What follows belongs to an exercise in optimizing a design on an open flow for small area; a production flow would make more cautious choices. At most, simulation tests tie the RTL to the original design; equivalence was not proved. No driver is modelled on the clock port, so clocking that relies on it looks cheaper here than on a real chip. No activity file was given, so power comes from the tool's default toggle rates.

==> flow/design.v <==
module serial
    ( input  clk
    , input  reset
    , input  enable
    , input  can_send
    , input [7:0] data_in
    , input  in_stb
    , output wire [7:0] data_out
    , output wire  out_stb
    );
  reg [15:0] x;       
  reg [15:0] y;       
  reg [15:0] a;       
  reg        nl;      
  reg [4:0]  st;
  wire       cmd_up = st[1];
  wire       cmd_dn = st[0];
  wire in_mode   = (st[4:3] == 2'b00);
  wire mul_mode  = (st[4:3] == 2'b01);
  wire send_mode = (st[4:3] == 2'b10);
  wire newline = ~data_in[5];
  wire digit   = data_in[4] & ~data_in[6];
  wire apply   = in_stb & in_mode & digit;
  wire [3:0] n = data_in[3:0];
  wire send = send_mode & ~nl & can_send;
  genvar i;
  wire [3:0]  nx = (apply & ~cmd_up & ~cmd_dn) ? n : 4'd0;
  wire [16:0] xc;
  wire [15:0] xs;
  assign xc[0] = 1'b0;
  generate for (i = 0; i < 16; i = i + 1) begin : xadd
    if (i < 4) begin : f
      assign xs[i]   = x[i] ^ nx[i] ^ xc[i];
      assign xc[i+1] = (x[i] & nx[i]) | (xc[i] & (x[i] ^ nx[i]));
    end else begin : h
      assign xs[i]   = x[i] ^ xc[i];
      assign xc[i+1] = x[i] & xc[i];
    end
  end endgenerate
  wire [15:0] x_add = xs | {16{xc[16]}};
  wire        sub = apply & cmd_up;
  wire [3:0]  ny = (apply & (cmd_up | cmd_dn)) ? n : 4'd0;
  wire [15:0] yi = y ^ {16{sub}};
  wire [16:0] yc;
  wire [15:0] ys;
  assign yc[0] = 1'b0;
  generate for (i = 0; i < 16; i = i + 1) begin : yadd
    if (i < 4) begin : f
      assign ys[i]   = yi[i] ^ ny[i] ^ yc[i];
      assign yc[i+1] = (yi[i] & ny[i]) | (yc[i] & (yi[i] ^ ny[i]));
    end else begin : h
      assign ys[i]   = yi[i] ^ yc[i];
      assign yc[i+1] = yi[i] & yc[i];
    end
  end endgenerate
  wire [15:0] y_next = (ys | {16{yc[16]}}) ^ {16{sub}};
  wire [15:0] p0 = y & {16{x[0]}};
  wire [15:0] p1 = y & {16{x[1]}};
  wire [16:0] cs_s, cs_c;
  generate for (i = 0; i < 17; i = i + 1) begin : csa
    wire o1 = (i < 16) ? a[i]  : 1'b0;
    wire o2 = (i < 16) ? p0[i] : 1'b0;
    wire o3 = (i > 0) ? p1[i-1] : 1'b0;
    assign cs_s[i] = o1 ^ o2 ^ o3;
    assign cs_c[i] = (o1 & o2) | (o3 & (o1 ^ o2));
  end endgenerate
  wire [17:0] sum;
  wire [17:0] rc;
  assign sum[0] = cs_s[0];
  assign rc[1]  = 1'b0;
  generate for (i = 1; i < 17; i = i + 1) begin : rca
    assign sum[i]  = cs_s[i] ^ cs_c[i-1] ^ rc[i];
    assign rc[i+1] = (cs_s[i] & cs_c[i-1]) | (rc[i] & (cs_s[i] ^ cs_c[i-1]));
  end endgenerate
  assign sum[17] = cs_c[16] ^ rc[17];
  wire empty_line = in_mode & in_stb & newline & nl;
  wire cmd_load   = in_mode & in_stb & data_in[6];
  wire inc        = mul_mode | send;
  always @(posedge clk or posedge reset) begin
    if (reset) begin
      x  <= 16'd0;
      y  <= 16'd0;
      a  <= 16'd0;
      nl <= 1'b1;
      st <= 5'b00000;
    end else begin
      x <= mul_mode ? {sum[1:0], x[15:2]} : send ? {x[11:0], 4'd0} : x_add;
      y <= y_next;
      if (mul_mode) a <= sum[17:2];
      else if (send) a <= {a[11:0], x[15:12]};
      if (in_stb) nl <= newline & in_mode;
      if (empty_line) st <= 5'b01000;
      else if (cmd_load) st[1:0] <= {data_in[4], data_in[1]};
      else if (inc) st <= st + 5'd1;
    end
  end
  wire [3:0] nib = a[15:12];
  wire letter = nib[3] & (nib[2] | nib[1]);
  assign data_out = letter ? {4'h6, 1'b0, nib[2:0] - 3'd1} : {4'h3, nib};
  assign out_stb  = send;
endmodule
export LEC_CHECK = 0
export CAP_MARGIN = 0
export CORE_MARGIN = 2
export CORE_UTILIZATION = 40
export SLEW_MARGIN = 0
create_clock -name core_clock -period 10.0 [get_ports {clk}]
standard.sh (not shown) runs the stock make flow with config.mk's settings and CLKGATE_MAP_FILE= SYNTH_SCRIPT=/design/flow/synth_recipe.tcl, a recipe that flattens the netlist after the stock synthesis.
==> flow/flow/run.sh <==
#!/bin/bash
# Own layout flow: the standard synthesis (standard.sh synth), then an
# area-oriented ABC remap of its combinational logic (registers keep their
# names and cell types), then the standard layout steps from floorplan to
# finish, with buf_1 cells as the port buffers. Each tool's output goes to a
# log file of its own in this folder.
set -euo pipefail
here=$(pwd)
res=$here/orfs/results/$FLOW_PLATFORM/serial/base
lib=$FLOW_HOME/platforms/$FLOW_PLATFORM/lib/sky130_fd_sc_hd__tt_025C_1v80.lib
yosys_bin=/OpenROAD-flow-scripts/tools/install/yosys/bin/yosys
[[ -x $yosys_bin ]] || yosys_bin=yosys

bash standard.sh synth > synth_standard.log 2>&1
cp "$res/1_2_yosys.v" "$here/synth_standard.v"

# remap with each ABC script in flow/remap*.abc; keep the smallest fully
# mapped result
best=""; best_area=""
for abc in flow/remap*.abc; do
  k=$(basename "$abc" .abc)
  sed -e "s#@LIB@#$lib#g" -e "s#@IN@#$here/synth_standard.v#" \
      -e "s#@ABC@#$here/$abc#" -e "s#@STAT@#$here/${k}_stat.txt#" \
      -e "s#@OUT@#$here/${k}_all.v#" flow/remap.ys > ${k}_run.ys
  if ! "$yosys_bin" -s ${k}_run.ys > ${k}.log 2>&1; then continue; fi
  # keep only the top module (the others are the liberty cells read for their functions)
  awk '/^module serial\(/,/^endmodule/' ${k}_all.v > ${k}.v
  grep -q '^module serial(' ${k}.v || continue
  if grep -q '^ *assign ' ${k}.v; then continue; fi
  if grep -q '^ *\\\$' ${k}.v; then continue; fi
  area=$(awk '/Chip area for top module/ {print $NF}' ${k}_stat.txt)
  [[ -n "$area" ]] || continue
  if [[ -z "$best" ]] || awk -v a="$area" -v b="$best_area" 'BEGIN {exit !(a < b)}'; then
    best=$k; best_area=$area
  fi
done
echo "remap: chose $best with area $best_area" > remap_choice.log
[[ -n "$best" ]]
cp ${best}.v remap.v

cp remap.v "$res/1_2_yosys.v"
rm -f "$res/1_synth.odb" "$res/1_synth.sdc"
export BUFFER_PORTS_ARGS="-buffer_cell sky130_fd_sc_hd__buf_1"
export CTS_ARGS="-sink_clustering_enable -repair_clock_nets -dont_use_dummy_load"
bash standard.sh > layout.log 2>&1
test -f out/final.def
Other scripts of this flow, unchanged in this note and not shown: flow/flow/remap.ys, flow/flow/remap1.abc, flow/flow/remap2.abc, flow/flow/remap3.abc, flow/flow/remap4.abc
Rerun with:
--- a/flow/design.v
+++ b/flow/design.v
@@ -9,22 +9,23 @@
     , output wire  out_stb
     );
   reg [15:0] x;       
   reg [15:0] y;       
   reg [15:0] a;       
-  reg        nl;      
   reg [4:0]  st;
-  wire       cmd_up = st[1];
-  wire       cmd_dn = st[0];
   wire in_mode   = (st[4:3] == 2'b00);
   wire mul_mode  = (st[4:3] == 2'b01);
   wire send_mode = (st[4:3] == 2'b10);
+  wire nl        = st[2];
+  wire cmd_up    = st[1];
+  wire cmd_dn    = st[0];
   wire newline = ~data_in[5];
   wire digit   = data_in[4] & ~data_in[6];
-  wire apply   = in_stb & in_mode & digit;
+  wire apply   = in_stb & in_mode & digit & ~nl;
   wire [3:0] n = data_in[3:0];
-  wire send = send_mode & ~nl & can_send;
+  wire mul  = mul_mode;
+  wire send = send_mode & can_send;
   genvar i;
   wire [3:0]  nx = (apply & ~cmd_up & ~cmd_dn) ? n : 4'd0;
   wire [16:0] xc;
   wire [15:0] xs;
   assign xc[0] = 1'b0;
@@ -72,28 +73,29 @@
     assign sum[i]  = cs_s[i] ^ cs_c[i-1] ^ rc[i];
     assign rc[i+1] = (cs_s[i] & cs_c[i-1]) | (rc[i] & (cs_s[i] ^ cs_c[i-1]));
   end endgenerate
   assign sum[17] = cs_c[16] ^ rc[17];
   wire empty_line = in_mode & in_stb & newline & nl;
-  wire cmd_load   = in_mode & in_stb & data_in[6];
-  wire inc        = mul_mode | send;
+  wire wait_end   = in_mode & (st[2:0] == 3'b111);
   always @(posedge clk or posedge reset) begin
     if (reset) begin
       x  <= 16'd0;
       y  <= 16'd0;
       a  <= 16'd0;
-      nl <= 1'b1;
-      st <= 5'b00000;
+      st <= 5'b00100;
     end else begin
-      x <= mul_mode ? {sum[1:0], x[15:2]} : send ? {x[11:0], 4'd0} : x_add;
+      x <= mul ? {sum[1:0], x[15:2]} : send ? {x[11:0], 4'd0} : x_add;
       y <= y_next;
-      if (mul_mode) a <= sum[17:2];
+      if (mul) a <= sum[17:2];
       else if (send) a <= {a[11:0], x[15:12]};
-      if (in_stb) nl <= newline & in_mode;
-      if (empty_line) st <= 5'b01000;
-      else if (cmd_load) st[1:0] <= {data_in[4], data_in[1]};
-      else if (inc) st <= st + 5'd1;
+      if (in_mode) begin
+        if (wait_end) begin
+          if (in_stb) st <= 5'b01000;
+        end else if (empty_line) st <= 5'b00111;
+        else if (in_stb) st[2:0] <= {newline,
+                                     data_in[6] ? {data_in[4], data_in[1]} : st[1:0]};
+      end else if (mul | send) st <= st + 5'd1;
     end
   end
   wire [3:0] nib = a[15:12];
   wire letter = nib[3] & (nib[2] | nib[1]);
   assign data_out = letter ? {4'h6, 1'b0, nib[2:0] - 3'd1} : {4'h3, nib};
Via count increases by 5.2%.
Synthesized area increases by 0.66%.
Final cell count increases by 3.2%.
Final area is about the same.
Total power decreases by 29%.
Non-clock buffer count decreases by 2.
Wire length increases by 5.6%.
Function not checked in the second run of this note: the RTL went through the layout flow alone.

## before
// serial: RTL as listed in full above, without the edits since
export LEC_CHECK = 0
export CAP_MARGIN = 0
export CORE_MARGIN = 2
export CORE_UTILIZATION = 60
export SLEW_MARGIN = 0
create_clock -name core_clock -period 10.0 [get_ports {clk}]
==> flow/flow/run.sh <==
#!/bin/bash
# Own layout flow: the standard synthesis (standard.sh synth), then an
# area-oriented ABC remap of its combinational logic (registers keep their
# names and cell types), then the standard layout steps from floorplan to
# finish, with buf_1 cells as the port buffers, no CTS dummy loads, and two
# hooks that give the placement repair buffers and the clock tree buffers the
# smallest size that keeps slew and capacitance within limits. Each tool's
# output goes to a log file of its own in this folder.
set -euo pipefail
here=$(pwd)
res=$here/orfs/results/$FLOW_PLATFORM/serial/base
lib=$FLOW_HOME/platforms/$FLOW_PLATFORM/lib/sky130_fd_sc_hd__tt_025C_1v80.lib
yosys_bin=/OpenROAD-flow-scripts/tools/install/yosys/bin/yosys
[[ -x $yosys_bin ]] || yosys_bin=yosys

bash standard.sh synth > synth_standard.log 2>&1
cp "$res/1_2_yosys.v" "$here/synth_standard.v"

# remap with each ABC script in flow/remap*.abc; keep the smallest fully
# mapped result
best=""; best_area=""
for abc in flow/remap*.abc; do
  k=$(basename "$abc" .abc)
  sed -e "s#@LIB@#$lib#g" -e "s#@IN@#$here/synth_standard.v#" \
      -e "s#@ABC@#$here/$abc#" -e "s#@STAT@#$here/${k}_stat.txt#" \
      -e "s#@OUT@#$here/${k}_all.v#" flow/remap.ys > ${k}_run.ys
  if ! "$yosys_bin" -s ${k}_run.ys > ${k}.log 2>&1; then continue; fi
  # keep only the top module (the others are the liberty cells read for their functions)
  awk '/^module serial\(/,/^endmodule/' ${k}_all.v > ${k}.v
  grep -q '^module serial(' ${k}.v || continue
  if grep -q '^ *assign ' ${k}.v; then continue; fi
  if grep -q '^ *\\\$' ${k}.v; then continue; fi
  area=$(awk '/Chip area for top module/ {print $NF}' ${k}_stat.txt)
  [[ -n "$area" ]] || continue
  if [[ -z "$best" ]] || awk -v a="$area" -v b="$best_area" 'BEGIN {exit !(a < b)}'; then
    best=$k; best_area=$area
  fi
done
echo "remap: chose $best with area $best_area" > remap_choice.log
[[ -n "$best" ]]
cp ${best}.v remap.v

cp remap.v "$res/1_2_yosys.v"
rm -f "$res/1_synth.odb" "$res/1_synth.sdc"
export BUFFER_PORTS_ARGS="-buffer_cell sky130_fd_sc_hd__buf_1"
export CTS_ARGS="-sink_clustering_enable -repair_clock_nets -dont_use_dummy_load"
export POST_CTS_TCL="$here/flow/post_cts.tcl"
export POST_RESIZE_TCL="$here/flow/post_resize.tcl"
bash standard.sh > layout.log 2>&1
test -f out/final.def
Other scripts of this flow, unchanged in this note and not shown: flow/flow/post_cts.tcl, flow/flow/post_resize.tcl, flow/flow/remap.ys, flow/flow/remap1.abc, flow/flow/remap2.abc, flow/flow/remap3.abc, flow/flow/remap4.abc
before completed; timing, DRC and antenna clean
### before -> after
--- a/flow/design.v
+++ b/flow/design.v
@@ -15,5 +15,5 @@
   reg [4:0]  st;
   wire       cmd_up = st[1];
-  wire       cmd_dn = st[0];
+  wire       cmd_fw = st[0];
   wire in_mode   = (st[4:3] == 2'b00);
   wire mul_mode  = (st[4:3] == 2'b01);
@@ -25,5 +25,5 @@
   wire send = send_mode & ~nl & can_send;
   genvar i;
-  wire [3:0]  nx = (apply & ~cmd_up & ~cmd_dn) ? n : 4'd0;
+  wire [3:0]  nx = (apply & cmd_fw) ? n : 4'd0;
   wire [16:0] xc;
   wire [15:0] xs;
@@ -40,5 +40,5 @@
   wire [15:0] x_add = xs | {16{xc[16]}};
   wire        sub = apply & cmd_up;
-  wire [3:0]  ny = (apply & (cmd_up | cmd_dn)) ? n : 4'd0;
+  wire [3:0]  ny = (apply & ~cmd_fw) ? n : 4'd0;
   wire [15:0] yi = y ^ {16{sub}};
   wire [16:0] yc;
@@ -75,5 +75,5 @@
   assign sum[17] = cs_c[16] ^ rc[17];
   wire empty_line = in_mode & in_stb & newline & nl;
-  wire cmd_load   = in_mode & in_stb & data_in[6];
+  wire cmd_load   = in_mode & in_stb & nl;
   wire inc        = mul_mode | send;
   always @(posedge clk or posedge reset) begin
==> comparison <==
Going from before to after, synthesized area barely changed, later-pin clock latency in the skew report dropped 0.04 ns, detailed route wirelength on metal3 climbed 87 um, synthesized cell count dropped about 0.75%, setup slack climbed 0.70 ns. after: no failed stages, no open violations at the end. The met2 track demand over resource in global routing in after was higher than what before gave. Re final total negative setup slack: no difference whatsoever between after and before.

afterwards: timing with drivers on the ports:
In the flow no input, the clock included, has a driving cell. The finished layouts below were timed again as built, in two steps.
Step 1 (the two cells are an assumption about what drives the block):
set clk [get_ports {clk}]
set_driving_cell -lib_cell sky130_fd_sc_hd__clkbuf_16 $clk
set_driving_cell -lib_cell sky130_fd_sc_hd__buf_2 [delete_from_list [all_inputs] $clk]
Step 2, shift: input delay + t, output delay - t, t = (earliest + latest rising clock arrival at the registers) / 2. This alone moves slack from input paths to output paths.
a / b / c = no drivers / after step 1 / after step 2; a / b = the first two.
run | shift t [ns] | slack for setup (ns) | hold WS [ns] | pins driven straight from the clock port
the first run of note 1 | 0.335 | 2.114 / 2.122 / 1.787 | 0.511 / 0.511 / 0.511 | 1
the second run of note 1 | 0.338 | 1.685 / 1.685 / 1.685 | 0.558 / 0.558 / 0.558 | 1
before | 0.595 | 1.317 / 1.322 / 0.727 | 0.513 / 0.513 / 0.513 | 1
after | 0.552 | 2.016 / 2.016 / 1.677 | 0.517 / 0.517 / 0.517 | 1
After both steps every run listed still meets setup and hold. For before, which loses most, drivers alone change the setup slack by +0.005 ns; drivers and shift together by -0.590 ns.
